Background: an optimization exercise with open tools, aiming at small area, a short achievable clock period and few clock cycles. Do not read the settings as production practice. Only simulation tests tie the RTL to the original design; equivalence was not proved. No activity file was given, so power comes from the tool's default toggle rates.

==> run B <==
Design Conv, start of the top module:
module Conv(
  clk,
  rst_n,
  image_valid,
  filter_valid,
  in_data,
  out_valid,
  out_data
);
input clk,rst_n,image_valid,filter_valid;
input [2:0] in_data;
output [8:0] out_data;
output logic out_valid;
function automatic [5:0] m3(input [2:0] a, input [2:0] b);
  case ({a, b})
    6'd0: m3 = 6'd0;
    6'd1: m3 = 6'd0;
    6'd2: m3 = 6'd0;
    6'd3: m3 = 6'd0;
    6'd4: m3 = 6'd0;
    6'd5: m3 = 6'd0;
    6'd6: m3 = 6'd0;
    6'd7: m3 = 6'd0;
    6'd8: m3 = 6'd0;
    6'd9: m3 = 6'd1;
    6'd10: m3 = 6'd2;
    6'd11: m3 = 6'd3;
    6'd12: m3 = 6'd4;
    6'd13: m3 = 6'd5;
    6'd14: m3 = 6'd6;
    6'd15: m3 = 6'd7;
    6'd16: m3 = 6'd0;
    6'd17: m3 = 6'd2;
    6'd18: m3 = 6'd4;
    6'd19: m3 = 6'd6;
    6'd20: m3 = 6'd8;
    6'd21: m3 = 6'd10;
    6'd22: m3 = 6'd12;
    6'd23: m3 = 6'd14;
    6'd24: m3 = 6'd0;
    6'd25: m3 = 6'd3;
    6'd26: m3 = 6'd6;
    6'd27: m3 = 6'd9;
    6'd28: m3 = 6'd12;
    6'd29: m3 = 6'd15;
    6'd30: m3 = 6'd18;
    6'd31: m3 = 6'd21;
    6'd32: m3 = 6'd0;
    6'd33: m3 = 6'd4;
    6'd34: m3 = 6'd8;
    6'd35: m3 = 6'd12;
    6'd36: m3 = 6'd16;
    6'd37: m3 = 6'd20;
    6'd38: m3 = 6'd24;
    6'd39: m3 = 6'd28;
    6'd40: m3 = 6'd0;
    6'd41: m3 = 6'd5;
    6'd42: m3 = 6'd10;
    6'd43: m3 = 6'd15;
    6'd44: m3 = 6'd20;
    6'd45: m3 = 6'd25;
    6'd46: m3 = 6'd30;
    6'd47: m3 = 6'd35;
    6'd48: m3 = 6'd0;
    6'd49: m3 = 6'd6;
    6'd50: m3 = 6'd12;
    6'd51: m3 = 6'd18;
    6'd52: m3 = 6'd24;
    6'd53: m3 = 6'd30;
    6'd54: m3 = 6'd36;
    6'd55: m3 = 6'd42;
    6'd56: m3 = 6'd0;
    6'd57: m3 = 6'd7;
    6'd58: m3 = 6'd14;
    6'd59: m3 = 6'd21;
    6'd60: m3 = 6'd28;
    6'd61: m3 = 6'd35;
    6'd62: m3 = 6'd42;
    6'd63: m3 = 6'd49;
  endcase
endfunction
logic [2:0] f [0:8];     
logic [2:0] q [0:15];    
logic [5:0] cnt;         
logic [7:0] U1_s, U1_c;
logic [8:0] U2_s, U2_c;
logic [8:0] S_s, S_c;
logic [5:0] Z;           
logic [8:0] C;           
logic [8:0] M0, M1, M2;  
logic v0, v1;            
logic codd, first, last;  
wire u1_1 = (f[0][0] & q[15][0]) ^ (f[1][0] & q[14][0]);
wire u1_2 = (f[0][0] & q[15][0]) & (f[1][0] & q[14][0]);
wire u1_3 = (f[0][0] & q[15][1]) ^ (f[0][1] & q[15][0]) ^ (f[1][0] & q[14][1]);
  ...
==> flow/config.mk <==
export PLATFORM = sky130hd
export DESIGN_NAME = Conv
export DESIGN_NICKNAME = Conv
export VERILOG_FILES = /design/flow/design.v
export SDC_FILE = /design/flow/constraint.sdc
export NUM_CORES = 4
export LEC_CHECK = 0
export ABC_AREA = 1
export CAP_MARGIN = 20
export CORE_MARGIN = 2
export CORE_UTILIZATION = 70
export CTS_BUF_LIST = sky130_fd_sc_hd__clkbuf_4 sky130_fd_sc_hd__clkbuf_8
export CTS_CLUSTER_DIAMETER = 50
export CTS_CLUSTER_SIZE = 20
export SETUP_SLACK_MARGIN = 3.6
export SLEW_MARGIN = 20
==> flow/constraint.sdc <==
create_clock -name core_clock -period 6.0 [get_ports {clk}]
set_input_delay 1.2000 -clock core_clock [delete_from_list [all_inputs] [get_ports {clk}]]
set_output_delay 1.2000 -clock core_clock [all_outputs]
set_load 0.01 [all_outputs]
run.sh (not shown) runs the stock make flow with config.mk's settings and CLKGATE_MAP_FILE= SYNTH_SCRIPT=/design/flow/synth_recipe.tcl, a recipe that flattens the netlist after the stock synthesis.
==> run M: changes against run B <==
ABC_AREA = not set   (was 1)
CORE_UTILIZATION = 80   (was 70)
SETUP_SLACK_MARGIN = 3.7   (was 3.6)
==> run E: changes against run B <==
--- a/flow/design.v
+++ b/flow/design.v
@@ -324,15 +324,15 @@
     q[0] <= in_data;
     for (int k = 1; k < 16; k++) q[k] <= q[k-1];
     U1_s <= u1_a;
     U1_c <= u1_b;
     U2_s <= u2_a;
     U2_c <= u2_b;
-    S_s <= s_a;
-    S_c <= s_b;
   end
+  S_s <= s_a;
+  S_c <= s_b;
   Z <= m3(f[8], in_data);
   C <= csum;
   codd  <= ~cc[0];
   first <= ~rodd & cc[0];
   last  <= rodd & ~cc[0];
 end
ABC_AREA = not set   (was 1)
CTS_BUF_LIST = sky130_fd_sc_hd__clkbuf_8   (was sky130_fd_sc_hd__clkbuf_4 sky130_fd_sc_hd__clkbuf_8)
CTS_CLUSTER_DIAMETER = 100   (was 50)
CTS_CLUSTER_SIZE = 40   (was 20)
SETUP_SLACK_MARGIN = 3.5   (was 3.6)
==> qor summary <==
quantity	run M	run E	run B
Result of the run	finished clean	finished clean	finished clean
Power in the clock group	0.00109 W	0.000932 W	0.000954 W
Total core area	10400 um^2	11600 um^2	12100 um^2
Setup slack after placement	2850 ps	2860 ps	3160 ps
M1 WL	8930 um	6120 um	7270 um
Clk latency of the worst-skew pair	520 ps	450 ps	450 ps
Area taken by multi-input logic gates	3820 um^2	3430 um^2	3410 um^2
Starting utilization of the core area	82.7%	72.4%	72.5%
Die outline width	108 um	113 um	116 um
Nets	791	751	913
Relative contribution of combinational cells to total power	41.3%	32.3%	34.6%
Non-clk bufs	59	22	26
Antenna diode instance count	2	0	0
Testbench counts of run B, summed over its fixed seeds: cycles 9,600.
Testbench counts of run M, summed over its fixed seeds: cycles 9,600.
Testbench counts of run E, summed over its fixed seeds: cycles 9,600.

afterwards: timing with drivers on the ports:
The flow's constraints put no driver on any port. The routed layouts listed below were extracted and timed again, unchanged, in two steps.
Step 1, drivers: a clkbuf_16 drives clk and a buf_2 each remaining input, both assumed.
Step 2 adds t to the input delays and takes it off the output delays; t is the mean of the earliest and latest rising clock arrival at the registers after step 1. Input paths then give back, and output paths get back, about the clock's delay inside the block.
a / b / c = no drivers / after step 1 / after step 2; a / b = the first two.
run	shift t [ns]	setup WS [ns]	worst setup path after step 2	pins driven straight from the clock port
run B	0.485	3.599 / 3.563 / 3.245	input to register	1
run M	0.548	3.286 / 3.286 / 2.784	input to register	1
run E	0.486	3.588 / 3.567 / 3.137	input to register	1
After both steps every run listed still meets setup and hold. The setup slack of run M, which loses most, moves by 0.000 ns with the drivers and by -0.502 ns with both steps.
